What follows belongs to an exercise in optimizing a design on an open flow for small area and a short achievable clock period; a production flow would make more cautious choices. In this exercise RTL edits were held to simulation tests only and were not proved equivalent to the original. Power and IR drop assume default switching activity.

==> flow/design.v (excerpt) <==
module mk_mac(CLK,
	      RST_N,
	      put_inp_A_a,
	      EN_put_inp_A,
	      RDY_put_inp_A,
	      put_inp_B_b,
	      EN_put_inp_B,
	      RDY_put_inp_B,
	      put_inp_C_c,
	      EN_put_inp_C,
	      RDY_put_inp_C,
	      put_inp_sel_sel,
	      EN_put_inp_sel,
	      RDY_put_inp_sel,
	      get_mac_op,
	      RDY_get_mac_op);
  input  CLK;
  input  RST_N;
  input  [15 : 0] put_inp_A_a;
  input  EN_put_inp_A;
  output RDY_put_inp_A;
  input  [15 : 0] put_inp_B_b;
  input  EN_put_inp_B;
  output RDY_put_inp_B;
  input  [31 : 0] put_inp_C_c;
  input  EN_put_inp_C;
  output RDY_put_inp_C;
  input  put_inp_sel_sel;
  input  EN_put_inp_sel;
  output RDY_put_inp_sel;
  output [31 : 0] get_mac_op;
  output RDY_get_mac_op;
  assign RDY_put_inp_A = 1'd1;
  assign RDY_put_inp_B = 1'd1;
  assign RDY_put_inp_C = 1'd1;
  assign RDY_put_inp_sel = 1'd1;
  assign RDY_get_mac_op = 1'd1;
  reg [15:0] rg_A, rg_B;
  reg [31:0] rg_C;
  reg        rg_sel;
  always @(posedge CLK) begin
    if (EN_put_inp_A)   rg_A   <= put_inp_A_a;
    if (EN_put_inp_B)   rg_B   <= put_inp_B_b;
    if (EN_put_inp_C)   rg_C   <= put_inp_C_c;
    if (EN_put_inp_sel) rg_sel <= put_inp_sel_sel;
  end
  reg [6:0] vld;     
  ...
Size in the first run: roughly 2200 cells after synthesis, ~650 flip-flops, about 0.025 mm2 of cells after synthesis.
export LEC_CHECK = 0
export ABC_AREA = 0
export CAP_MARGIN = 20
export CORE_MARGIN = 2
export CORE_UTILIZATION = 65
export CTS_CLUSTER_DIAMETER = 100
export CTS_CLUSTER_SIZE = 30
export PLACE_DENSITY = 0.75
export SLEW_MARGIN = 20
create_clock -name core_clock -period 9.0 [get_ports {CLK}]
standard.sh (not shown) runs the stock make flow with config.mk's settings and CLKGATE_MAP_FILE= SYNTH_SCRIPT=/design/flow/synth_recipe.tcl, a recipe that flattens the netlist after the stock synthesis.
==> flow/flow/run.sh <==
#!/bin/bash
# Standard synthesis, then the standard layout steps with faster port
# buffers and a tighter timing-repair target.
set -e
bash standard.sh synth > synth.log 2>&1
bash standard.sh "BUFFER_PORTS_ARGS=-buffer_cell sky130_fd_sc_hd__buf_2" SETUP_SLACK_MARGIN=6.2 finish > layout.log 2>&1
The baseline finished clean.
Next try:
==> flow/flow/run.sh (replaced) <==
#!/bin/bash
# Standard synthesis, then the standard layout steps with faster port
# buffers and a tighter timing-repair target.
set -e
bash standard.sh synth > synth.log 2>&1
bash standard.sh "BUFFER_PORTS_ARGS=-buffer_cell sky130_fd_sc_hd__buf_2" SETUP_SLACK_MARGIN=6 finish > layout.log 2>&1
- ABC_AREA: 0 -> 1
Effect:
- The new run completed with no timing, DRC or antenna violations
- wire length is higher by 12%
- worst setup slack improved by 0.0068 ns
- cell count rises by 22%
- non-clock buffer count came out lower by 40
- count of clock-buffer cells in the layout came out lower by 3
- global-route usage rises by 2.1 points
- synthesized area went up by 3.6%
Next try:
- CORE_UTILIZATION: 65 -> 75
- PLACE_DENSITY: 0.75 -> 0.85
What happened: Synthesized cell count stays the same. Wire length goes up by 7.7%. First-iteration DRC count goes up by 19%.
Next try:
==> flow/flow/run.sh (replaced) <==
#!/bin/bash
# Standard synthesis, then the standard layout steps with faster port
# buffers and a tighter timing-repair target.
set -e
bash standard.sh synth > synth.log 2>&1
bash standard.sh "BUFFER_PORTS_ARGS=-buffer_cell sky130_fd_sc_hd__buf_2" SETUP_SLACK_MARGIN=6.1 finish > layout.log 2>&1
- ABC_AREA: 1 -> 0
- CORE_UTILIZATION: 75 -> 65
- PLACE_DENSITY: 0.85 -> 0.75
Effect: Routed wire length goes down by 16%. Non-clock buffer count went up by 34. Via count went down by 19%. Clock power drops by about 4%. Worst setup slack gets worse by 0.14 ns.
Next try:
==> flow/flow/run.sh (replaced) <==
#!/bin/bash
# Standard synthesis, then the standard layout steps with faster port
# buffers and a tighter timing-repair target.
set -e
bash standard.sh synth > synth.log 2>&1
bash standard.sh "BUFFER_PORTS_ARGS=-buffer_cell sky130_fd_sc_hd__buf_2" SETUP_SLACK_MARGIN=6 finish > layout.log 2>&1
- ABC_AREA: 0 -> 1
- CORE_UTILIZATION: 65 -> 50
- PLACE_DENSITY: 0.75 -> 0.6
Register-to-register slack gains 0.098 ns.
Cell area came out higher by 1.9%.
Setup slack is better by 0.098 ns.
Clock skew shrinks by 0.0040 ns.
Area after synthesis grows by 3.6%.
Utilization decreases by 18 points.
Count of clock-buffer cells in the layout stays the same.
Cell count climbs by about 30%.
Die area rose by about 34%.


Another version of the RTL of mk_mac (not shown whole).
For scale: roughly 2800 cells after synthesis, roughly 650 flip-flops, about 110 I/O pins.
## mk_mac
module mk_mac(CLK,
	      RST_N,
	      put_inp_A_a,
	      EN_put_inp_A,
	      RDY_put_inp_A,
	      put_inp_B_b,
	      EN_put_inp_B,
	      RDY_put_inp_B,
	      put_inp_C_c,
	      EN_put_inp_C,
	      RDY_put_inp_C,
	      put_inp_sel_sel,
	      EN_put_inp_sel,
	      RDY_put_inp_sel,
	      get_mac_op,
	      RDY_get_mac_op);
==> flow/config.mk <==
export PLATFORM = sky130hd
export DESIGN_NAME = mk_mac
export DESIGN_NICKNAME = mk_mac
export VERILOG_FILES = /design/flow/design.v
export SDC_FILE = /design/flow/constraint.sdc
export NUM_CORES = 8
export LEC_CHECK = 0
export ABC_AREA = 1
export CAP_MARGIN = 20
export CORE_MARGIN = 2
export CORE_UTILIZATION = 65
export CTS_CLUSTER_DIAMETER = 100
export CTS_CLUSTER_SIZE = 30
export PLACE_DENSITY = 0.75
export SLEW_MARGIN = 20
==> flow/constraint.sdc <==
create_clock -name core_clock -period 9.0 [get_ports {CLK}]
set_input_delay 1.8000 -clock core_clock [delete_from_list [all_inputs] [get_ports {CLK}]]
set_output_delay 1.8000 -clock core_clock [all_outputs]
set_load 0.01 [all_outputs]
==> flow/flow/run.sh <==
#!/bin/bash
# Standard synthesis, then the standard layout steps with faster port
# buffers and a tighter timing-repair target.
set -e
bash standard.sh synth > synth.log 2>&1
bash standard.sh "BUFFER_PORTS_ARGS=-buffer_cell sky130_fd_sc_hd__buf_2" SETUP_SLACK_MARGIN=6 finish > layout.log 2>&1
The first run finished clean.
Next try:
- CTS_CLUSTER_DIAMETER: 100 -> not set
- CTS_CLUSTER_SIZE: 30 -> not set
- SETUP_SLACK_MARGIN: not set -> 5
Outcome: Area after synthesis stays the same; cell count goes up by a few percent; flip-flop and latch count is unchanged; utilization goes up by 3.6 points; global-route usage goes up by 1.3 points; non-clock buffer count is unchanged; via count goes up by a few percent; count of clock-buffer cells in the layout goes up by 48; setup slack degrades by 0.030 ns; power goes up by roughly a tenth; sequential power stays flat.
Next try:
==> flow/run.sh (new file) <==
#!/bin/bash
# synth_recipe.tcl (not shown) runs the flow's synth.tcl, then flattens the netlist and writes it again
# the make line also repeats each setting of config.mk as NAME=value (left out here)
make -C /OpenROAD-flow-scripts/flow DESIGN_CONFIG=/design/flow/config.mk WORK_HOME=/design/flow/orfs CLKGATE_MAP_FILE= SYNTH_SCRIPT=/design/flow/synth_recipe.tcl finish
removed: flow/flow/run.sh
removed: flow/standard.sh
Outcome: The changed run produced a clean layout. Setup slack degrades by 0.68 ns. Routed wire length stays flat. Non-clock buffer count shrinks by 18. Die area does not change. Combinational power stays flat. Global-route usage grows by 0.33 points. Clock power hardly moves. Maximum frequency shrinks by 18%. Register-to-register slack degrades by 0.68 ns. Utilization grows by 0.64 points.
Next try:
==> flow/flow/run.sh (new file) <==
#!/bin/bash
# Standard synthesis, then the standard layout steps with faster port
# buffers and a tighter timing-repair target.
set -e
bash standard.sh synth > synth.log 2>&1
bash standard.sh "BUFFER_PORTS_ARGS=-buffer_cell sky130_fd_sc_hd__buf_2" SETUP_SLACK_MARGIN=6.3 finish > layout.log 2>&1
==> flow/standard.sh (new file) <==
#!/bin/bash
# synth_recipe.tcl (not shown) runs the flow's synth.tcl, then flattens the netlist and writes it again
# the make line also repeats each setting of config.mk as NAME=value (left out here)
make -C /OpenROAD-flow-scripts/flow DESIGN_CONFIG=/design/flow/config.mk WORK_HOME=/design/flow/orfs CLKGATE_MAP_FILE= SYNTH_SCRIPT=/design/flow/synth_recipe.tcl "${@:-finish}"
- CTS_CLUSTER_DIAMETER: not set -> 100
- CTS_CLUSTER_SIZE: not set -> 30
- SETUP_SLACK_MARGIN: 5 -> not set
removed: flow/run.sh
The changed run passed the timing, DRC and antenna checks. Register-to-register slack is better by 0.76 ns. Core utilization decreases by 2.8 points. Cell count decreases by about 0.7%. Die area is unchanged. Routed wire length decreases by about 3%. First-iteration DRC count decreases by about 2.1%. Clock power decreases by about 50%. Synthesized cell count is unchanged.


mk_mac, a different RTL version from the one above (not shown whole).
Size in the first run: roughly 2200 cells after synthesis, ~110 I/O pins, ~24000 sq um of cells after synthesis.
==> flow/design.v (excerpt) <==
module mk_mac(CLK,
	      RST_N,
	      put_inp_A_a,
	      EN_put_inp_A,
	      RDY_put_inp_A,
	      put_inp_B_b,
	      EN_put_inp_B,
	      RDY_put_inp_B,
	      put_inp_C_c,
	      EN_put_inp_C,
	      RDY_put_inp_C,
	      put_inp_sel_sel,
	      EN_put_inp_sel,
	      RDY_put_inp_sel,
	      get_mac_op,
	      RDY_get_mac_op);
==> flow/config.mk <==
export PLATFORM = sky130hd
export DESIGN_NAME = mk_mac
export DESIGN_NICKNAME = mk_mac
export VERILOG_FILES = /design/flow/design.v
export SDC_FILE = /design/flow/constraint.sdc
export NUM_CORES = 8
export LEC_CHECK = 0
export ABC_AREA = 0
export CAP_MARGIN = 0
export CORE_MARGIN = 2
export CORE_UTILIZATION = 65
export CTS_CLUSTER_DIAMETER = 100
export CTS_CLUSTER_SIZE = 30
export PLACE_DENSITY = 0.75
export SLEW_MARGIN = 0
==> flow/constraint.sdc <==
create_clock -name core_clock -period 9.0 [get_ports {CLK}]
set_input_delay 1.8000 -clock core_clock [delete_from_list [all_inputs] [get_ports {CLK}]]
set_output_delay 1.8000 -clock core_clock [all_outputs]
set_load 0.01 [all_outputs]
==> flow/flow/run.sh <==
#!/bin/bash
# Layout flow: the standard synthesis; then the combinational logic of its
# netlist is re-mapped by ABC with every flip-flop instance (name, cell type,
# connections) kept as it is, and the result is checked equivalent to the
# standard netlist (if the check fails, the standard netlist is used); then
# the standard layout steps, with faster port buffers and a tighter
# timing-repair target.  Each tool writes its own log here.
set -e
W=$(pwd)
ABC_D=2400          # delay target (ps) for the gate sizing in ABC
bash standard.sh synth > synth.log 2>&1

RES=$(dirname "$(find "$W/orfs/results" -name 1_2_yosys.v | head -1)")
LOGD=$(dirname "$(find "$W/orfs/logs" -name 1_2_yosys.log | head -1)")
OBJ=$(dirname "$(find "$W/orfs/objects" -name abc.constr | head -1)")
LIB="$FLOW_HOME/platforms/$FLOW_PLATFORM/lib/sky130_fd_sc_hd__tt_025C_1v80.lib"
YOSYS=$(command -v yosys || echo "$FLOW_HOME/../tools/install/yosys/bin/yosys")
DU=$(grep -o -- '-dont_use [A-Za-z0-9_]*' "$LOGD/1_2_yosys.log" | sort -u | tr '\n' ' ')
KEEP="=sky130_fd_sc_hd__dfxtp_1 =sky130_fd_sc_hd__edfxtp_1 =sky130_fd_sc_hd__conb_1"
cp "$RES/1_2_yosys.v" "$W/std_netlist.v"

sed -e "s#@LIB@#$LIB#g" -e "s#@KEEP@#$KEEP#g" -e "s#@IN@#$W/std_netlist.v#g" \
    -e "s#@SCRIPT@#$W/flow/resyn.abc#g" -e "s#@DU@#$DU#g" -e "s#@CONSTR@#$OBJ/abc.constr#g" \
    -e "s#@D@#$ABC_D#g" -e "s#@OUT@#$W/resyn_netlist.v#g" flow/resyn.ys.in > resyn.ys
sed -e "s#@LIB@#$LIB#g" -e "s#@GOLD@#$W/std_netlist.v#g" -e "s#@GATE@#$W/resyn_netlist.v#g" \
    flow/equiv.ys.in > equiv.ys

if "$YOSYS" -l resyn.log resyn.ys > /dev/null 2>&1 &&
   "$YOSYS" -l equiv.log equiv.ys > /dev/null 2>&1 &&
   grep -q "Equivalence successfully proven" equiv.log; then
  cp "$W/resyn_netlist.v" "$RES/1_2_yosys.v"
  bash standard.sh synth > synth2.log 2>&1
else
  echo "re-mapping not used" > resyn_skipped.txt
fi

bash standard.sh "BUFFER_PORTS_ARGS=-buffer_cell sky130_fd_sc_hd__buf_2" SETUP_SLACK_MARGIN=6.2 finish > layout.log 2>&1
==> flow/flow/resyn.abc <==
strash
&get -n
&st
&dch -f
&nf
&st
&syn2
&dch -f
&nf
&put
upsize -c
dnsize -c
==> flow/flow/resyn.ys.in <==
# Re-map the combinational logic of the standard synthesis netlist, keeping
# every flip-flop instance (name, cell type and connections) as it is.
read_liberty -wb -ignore_miss_func @LIB@
setattr -mod -set keep_hierarchy 1 @KEEP@
read_verilog @IN@
hierarchy -top mk_mac
flatten -wb
opt -purge
abc -script @SCRIPT@ -liberty @LIB@ @DU@ -constr @CONSTR@ -D @D@
opt_clean -purge
hilomap -singleton -hicell sky130_fd_sc_hd__conb_1 HI -locell sky130_fd_sc_hd__conb_1 LO
insbuf -buf sky130_fd_sc_hd__buf_4 A X
splitnets
opt_clean -purge
stat -liberty @LIB@
write_verilog -noattr -noexpr -nohex -nodec @OUT@
Other scripts of this flow, unchanged in this note and not shown: flow/flow/equiv.ys.in
The first run completed with no timing, DRC or antenna violations.
Next try:
--- a/flow/flow/run.sh
+++ b/flow/flow/run.sh
@@ -8,5 +8,5 @@
 set -e
 W=$(pwd)
-ABC_D=2400          # delay target (ps) for the gate sizing in ABC
+ABC_D=9.0          # delay target (ps) for the gate sizing in ABC
 bash standard.sh synth > synth.log 2>&1
 
==> flow/flow/resyn.abc (replaced) <==
strash
&get -n
&st
&dch -f
&nf
&st
&dch -f
&nf
&put
buffer -c
upsize -c
dnsize -c
What happened: The new run completed without violations; synthesized area rose by 1.1%; maximum frequency fell by about 3%; worst setup slack is worse by 90 ps; final cell count barely changes; count of clock-buffer cells in the layout fell by 1; final area fell by 1.4%; hold slack is better by 9.0 ps; critical path depth fell by 1; sequential cell count is unchanged; power fell by 1.4%; non-clock buffer count fell by 17.
Next try:
--- a/flow/flow/run.sh
+++ b/flow/flow/run.sh
@@ -8,5 +8,4 @@
 set -e
 W=$(pwd)
-ABC_D=9.0          # delay target (ps) for the gate sizing in ABC
 bash standard.sh synth > synth.log 2>&1
 
@@ -22,5 +21,5 @@
 sed -e "s#@LIB@#$LIB#g" -e "s#@KEEP@#$KEEP#g" -e "s#@IN@#$W/std_netlist.v#g" \
     -e "s#@SCRIPT@#$W/flow/resyn.abc#g" -e "s#@DU@#$DU#g" -e "s#@CONSTR@#$OBJ/abc.constr#g" \
-    -e "s#@D@#$ABC_D#g" -e "s#@OUT@#$W/resyn_netlist.v#g" flow/resyn.ys.in > resyn.ys
+    -e "s#@OUT@#$W/resyn_netlist.v#g" flow/resyn.ys.in > resyn.ys
 sed -e "s#@LIB@#$LIB#g" -e "s#@GOLD@#$W/std_netlist.v#g" -e "s#@GATE@#$W/resyn_netlist.v#g" \
     flow/equiv.ys.in > equiv.ys
@@ -35,3 +34,3 @@
 fi
 
-bash standard.sh "BUFFER_PORTS_ARGS=-buffer_cell sky130_fd_sc_hd__buf_2" SETUP_SLACK_MARGIN=6.2 finish > layout.log 2>&1
+bash standard.sh "BUFFER_PORTS_ARGS=-buffer_cell sky130_fd_sc_hd__buf_2" SETUP_SLACK_MARGIN=6.3 finish > layout.log 2>&1
==> flow/flow/resyn.abc (replaced) <==
strash
dch
map -B 0.9
topo
stime -c
buffer -c
upsize -c
dnsize -c
--- a/flow/flow/resyn.ys.in
+++ b/flow/flow/resyn.ys.in
@@ -7,5 +7,5 @@
 flatten -wb
 opt -purge
-abc -script @SCRIPT@ -liberty @LIB@ @DU@ -constr @CONSTR@ -D @D@
+abc -script @SCRIPT@ -liberty @LIB@ @DU@ -constr @CONSTR@ -D 9.0
 opt_clean -purge
 hilomap -singleton -hicell sky130_fd_sc_hd__conb_1 HI -locell sky130_fd_sc_hd__conb_1 LO
Settings changed: TNS_END_PERCENT set to 5.
What happened: The new run produced a clean layout; worst setup slack is better by 130 ps; global-route usage climbs by 2.6 points; worst hold slack stays flat; via count climbs by 17%; power hardly moves; clock skew barely changes; design area climbs by 1.4%; non-clock buffer count drops by 30.
Next try:
--- a/flow/flow/run.sh
+++ b/flow/flow/run.sh
@@ -8,4 +8,5 @@
 set -e
 W=$(pwd)
+ABC_D=2400          # delay target (ps) for the gate sizing in ABC
 bash standard.sh synth > synth.log 2>&1
 
@@ -21,5 +22,5 @@
 sed -e "s#@LIB@#$LIB#g" -e "s#@KEEP@#$KEEP#g" -e "s#@IN@#$W/std_netlist.v#g" \
     -e "s#@SCRIPT@#$W/flow/resyn.abc#g" -e "s#@DU@#$DU#g" -e "s#@CONSTR@#$OBJ/abc.constr#g" \
-    -e "s#@OUT@#$W/resyn_netlist.v#g" flow/resyn.ys.in > resyn.ys
+    -e "s#@D@#$ABC_D#g" -e "s#@OUT@#$W/resyn_netlist.v#g" flow/resyn.ys.in > resyn.ys
 sed -e "s#@LIB@#$LIB#g" -e "s#@GOLD@#$W/std_netlist.v#g" -e "s#@GATE@#$W/resyn_netlist.v#g" \
     flow/equiv.ys.in > equiv.ys
@@ -34,3 +35,3 @@
 fi
 
-bash standard.sh "BUFFER_PORTS_ARGS=-buffer_cell sky130_fd_sc_hd__buf_2" SETUP_SLACK_MARGIN=6.3 finish > layout.log 2>&1
+bash standard.sh "BUFFER_PORTS_ARGS=-buffer_cell sky130_fd_sc_hd__buf_2" SETUP_SLACK_MARGIN=6.2 finish > layout.log 2>&1
==> flow/flow/resyn.abc (replaced) <==
strash
&get -n
&st
&syn2
&dch -f
&nf
&put
upsize -c
dnsize -c
--- a/flow/flow/resyn.ys.in
+++ b/flow/flow/resyn.ys.in
@@ -7,5 +7,5 @@
 flatten -wb
 opt -purge
-abc -script @SCRIPT@ -liberty @LIB@ @DU@ -constr @CONSTR@ -D 9.0
+abc -script @SCRIPT@ -liberty @LIB@ @DU@ -constr @CONSTR@ -D @D@
 opt_clean -purge
 hilomap -singleton -hicell sky130_fd_sc_hd__conb_1 HI -locell sky130_fd_sc_hd__conb_1 LO
Settings changed: TNS_END_PERCENT 5 to not set.
Result: Worst hold slack loses 16 ps; sequential share of layout area rises by 0.77 points; register-to-register slack got worse by 270 ps; maximum frequency shrinks by a few percent; die area is lower by a few percent; worst setup slack loses 69 ps; design area fell slightly; sequential power grows slightly.

==> what the ideal ports hide <==
In the flow no input, the clock included, has a driving cell. The finished layouts below were timed again as built, in two steps. Step 1 assumes that a clkbuf_16 drives the clock port and a buf_2 every other input. Step 2 adds t to the input delays and takes it off the output delays; t is the mean of the earliest and latest rising clock arrival at the registers after step 1. Input paths then give back, and output paths get back, about the clock's delay inside the block. Three values: no drivers, after step 1, after step 2; two values: the first two.
run | t (ns) | setup WS [ns] | worst register clock-pin slew, ns | pins driven straight from the clock port
the first run of note 1 | 0.639 | 6.109 / 6.094 / 6.109 | 0.12 / 0.12 | 1
the second run of note 1 | 0.657 | 6.116 / 6.057 / 6.132 | 0.12 / 0.12 | 1
the third run of note 1 | 0.649 | 6.121 / 6.075 / 6.121 | 0.12 / 0.12 | 1
the fourth run of note 1 | 0.643 | 5.984 / 5.984 / 5.984 | 0.12 / 0.12 | 1
the fifth run of note 1 | 0.661 | 6.082 / 6.064 / 6.082 | 0.11 / 0.11 | 1
the first run of note 2 | 0.631 | 5.962 / 5.962 / 5.962 | 0.11 / 0.11 | 1
the second run of note 2 | 0.691 | 5.932 / 5.932 / 5.932 | 0.07 / 0.07 | 1
the third run of note 2 | 0.681 | 5.252 / 5.252 / 5.252 | 0.07 / 0.07 | 1
the fourth run of note 2 | 0.635 | 6.011 / 6.011 / 6.011 | 0.11 / 0.11 | 1
the first run of note 3 | 0.645 | 6.018 / 6.018 / 6.018 | 0.12 / 0.12 | 1
the second run of note 3 | 0.635 | 5.928 / 5.928 / 5.928 | 0.11 / 0.11 | 1
the third run of note 3 | 0.633 | 6.063 / 6.006 / 6.181 | 0.11 / 0.11 | 1
the fourth run of note 3 | 0.653 | 5.994 / 5.994 / 5.994 | 0.12 / 0.12 | 1
After both steps setup and hold are still met in every run listed.
